Context: an optimization exercise on an open-source flow, tuned for small area and a short achievable clock period. The choices shown serve that exercise and are no tape-out recipe. The RTL was checked by simulation tests, not by an equivalence proof against the original design.

==> trial 81: inputs <==
## MUL_wrapper
module MUL_wrapper
(
    input logic clk,
    input logic rst,
    input logic [31:0] rs1,
    input logic [31:0] rs2,
    input logic [1:0] mul_op,  
    input logic valid_in,
    output logic [31:0] rd,
    output logic ready_out
);
    logic        e_a_sx, e_b_sx, e_hi;
    logic [31:0] m_opA;
    logic        m_a_sx, m_hi, m_valid;
    logic [16:0] e_one, e_two, e_neg;
    logic [16:0] m_one, m_two, m_neg;
    logic [63:0] m_product;
    logic [31:0] m_rd;
    logic [31:0] w_rd;
    logic        w_valid;
    MUL_E mul_e (
        .rs1(rs1),
        .rs2(rs2),
        .mul_op(mul_op),
        .a_sx(e_a_sx),
        .b_sx(e_b_sx),
        .hi(e_hi)
    );
    MUL_ENC mul_enc (.b(rs2), .b_sx(e_b_sx), .one_n(e_one), .two_n(e_two), .neg(e_neg));
    always_ff @(posedge clk) begin
        m_opA  <= ~rs1;
        m_a_sx <= ~e_a_sx;
        m_hi   <= e_hi;
        m_one  <= e_one;
        m_two  <= e_two;
        m_neg  <= e_neg;
    end
    always_ff @(posedge clk or posedge rst) begin
        if (rst) m_valid <= 1'b0;
        else     m_valid <= valid_in;
    end
    MUL_M mul_m (
        .A_n({m_a_sx, m_opA}),
        .one_n(m_one),
        .two_n(m_two),
        .neg(m_neg),
        .M_product(m_product)
    );
    MUL_W mul_w (
        .hi(m_hi),
        .M_product(m_product),
        .rd(m_rd)
    );
    always_ff @(posedge clk) begin
        w_rd <= m_rd;
    end
    always_ff @(posedge clk or posedge rst) begin
        if (rst) w_valid <= 1'b0;
        else     w_valid <= m_valid;
    end
    assign rd        = w_rd;
    assign ready_out = w_valid;
endmodule
export LEC_CHECK = 0
export ABC_AREA = 1
export CAP_MARGIN = 20
export CORE_MARGIN = 2
export CORE_UTILIZATION = 50
export PLACE_DENSITY = 0.65
export SLEW_MARGIN = 20
export SYNTH_HIERARCHICAL = 1
export SYNTH_MINIMUM_KEEP_SIZE = 0
create_clock -name core_clock -period 24.0 [get_ports {clk}]
standard.sh (not shown) runs the stock make flow with config.mk's settings and CLKGATE_MAP_FILE= SYNTH_SCRIPT=/design/flow/synth_recipe.tcl, a recipe that flattens the netlist after the stock synthesis.
==> flow/flow/run.sh <==
#!/bin/bash
set -euo pipefail
bash standard.sh finish SETUP_SLACK_MARGIN=18.0 > orfs_make.log 2>&1
==> trial 93 (differences from trial 81) <==
--- a/flow/design.v
+++ b/flow/design.v
@@ -8,42 +8,38 @@
 );
     assign a_sx = rs1[31] & ~(mul_op[1] & mul_op[0]);   
     assign b_sx = rs2[31] & ~mul_op[1] & mul_op[0];     
     assign hi   = |mul_op;
 endmodule
 module MUL_ENC (
     input  logic [31:0] b,
     input  logic        b_sx,
-    output logic [16:0] one_n,
-    output logic [16:0] two_n,
+    output logic [16:0] one,
+    output logic [16:0] two,
     output logic [16:0] neg
 );
     logic [34:0] bx;    
     assign bx = {b_sx, b_sx, b, 1'b0};
     always_comb begin
         for (int i = 0; i < 17; i++) begin
-            one_n[i] = ~(bx[2*i+1] ^ bx[2*i]);
-            two_n[i] = ~((bx[2*i+2] & ~bx[2*i+1] & ~bx[2*i]) | (~bx[2*i+2] & bx[2*i+1] & bx[2*i]));
+            one[i] = bx[2*i+1] ^ bx[2*i];
+            two[i] = (bx[2*i+2] & ~bx[2*i+1] & ~bx[2*i]) | (~bx[2*i+2] & bx[2*i+1] & bx[2*i]);
             neg[i] = bx[2*i+2];
         end
     end
 endmodule
 module MUL_M (
-    input  logic [32:0] A_n,
-    input  logic [16:0] one_n,
-    input  logic [16:0] two_n,
+    input  logic [32:0] A,
+    input  logic [16:0] one,
+    input  logic [16:0] two,
     input  logic [16:0] neg,
     output logic [63:0] M_product
 );
-logic [32:0] A;
-logic [16:0] one, two, nz;
-assign A = ~A_n;
-assign one = ~one_n;
-assign two = ~two_n;
+logic [16:0] nz;
 assign nz = one | two;
 logic pp1;
 logic pp2;
 logic pp3;
 logic pp4;
 logic pp5;
 logic pp6;
 logic pp7;
@@ -2823,33 +2819,33 @@
     MUL_E mul_e (
         .rs1(rs1),
         .rs2(rs2),
         .mul_op(mul_op),
         .a_sx(e_a_sx),
         .b_sx(e_b_sx),
         .hi(e_hi)
     );
-    MUL_ENC mul_enc (.b(rs2), .b_sx(e_b_sx), .one_n(e_one), .two_n(e_two), .neg(e_neg));
+    MUL_ENC mul_enc (.b(rs2), .b_sx(e_b_sx), .one(e_one), .two(e_two), .neg(e_neg));
     always_ff @(posedge clk) begin
-        m_opA  <= ~rs1;
-        m_a_sx <= ~e_a_sx;
+        m_opA  <= rs1;
+        m_a_sx <= e_a_sx;
         m_hi   <= e_hi;
         m_one  <= e_one;
         m_two  <= e_two;
         m_neg  <= e_neg;
     end
     always_ff @(posedge clk or posedge rst) begin
         if (rst) m_valid <= 1'b0;
         else     m_valid <= valid_in;
     end
     MUL_M mul_m (
-        .A_n({m_a_sx, m_opA}),
-        .one_n(m_one),
-        .two_n(m_two),
+        .A({m_a_sx, m_opA}),
+        .one(m_one),
+        .two(m_two),
         .neg(m_neg),
         .M_product(m_product)
     );
     MUL_W mul_w (
         .hi(m_hi),
         .M_product(m_product),
         .rd(m_rd)
     );
==> flow/run.sh (new file) <==
#!/bin/bash
# synth_recipe.tcl (not shown) runs the flow's synth.tcl, then flattens the netlist and writes it again
# the make line also repeats each setting of config.mk as NAME=value (left out here)
make -C /OpenROAD-flow-scripts/flow DESIGN_CONFIG=/design/flow/config.mk WORK_HOME=/design/flow/orfs CLKGATE_MAP_FILE= SYNTH_SCRIPT=/design/flow/synth_recipe.tcl finish
- CAP_MARGIN: 20 -> 50
- CORE_UTILIZATION: 50 -> 65
- PLACE_DENSITY: 0.65 -> 0.75
- SLEW_MARGIN: 20 -> 75
removed: flow/flow/run.sh
removed: flow/standard.sh
==> qor.yml <==
floorplan:
  fp.coreArea_um2: 43300
routing:
  via_count: 27800
clocking:
  cts.repair.resized: 0
synthesis:
  synth_compound_area_frac: 0.156
setup_path:
  rrSetupSlack_ps: 17760
  r2r_end: "w_rd[24]"
final_layout:
  post-route-cell-area_um2: 31500
  sh_seq_area: 0.0768
run_status:
  status: "complete, no violations"
placement:
  dp_slack_ps: 17790
timing:
  setup_ws_ps: 17700
the above is filed under trial 93

==> qor.yml <==
run_status:
  status: "complete, no violations"
floorplan:
  fp.coreArea_um2: 56400
final_layout:
  sh_seq_area: 0.0788
  post-route-cell-area_um2: 31000
routing:
  via_count: 26300
setup_path:
  r2r_end: "w_rd[15]"
  rrSetupSlack_ps: 18100
placement:
  dp_slack_ps: 17360
clocking:
  cts.repair.resized: 114
the above is filed under trial 81

## separate check: timing with driven ports
No port has a modelled driver above. Below, the same layouts with a new extraction and two added sets of constraints. Step 1 sets driving cells, clkbuf_16 on the clock port and buf_2 on the other inputs (assumed; they add their load-dependent delay and slew). Step 2 times the ports against the registers' clock, not the clock port: input delays grow and output delays shrink by t, the midpoint of the rising clock arrivals with the driver on. Slacks: no drivers / after step 1 / after step 2; pairs: no drivers / after step 1.
run	t (ns)	setup slack, ns	latest minus earliest clock arrival (ns)
trial 81	0.555	18.032 / 17.970 / 18.061	0.023 / 0.023
trial 93	0.562	17.699 / 17.636 / 17.762	0.022 / 0.022
After both steps setup and hold are still met in every run listed.
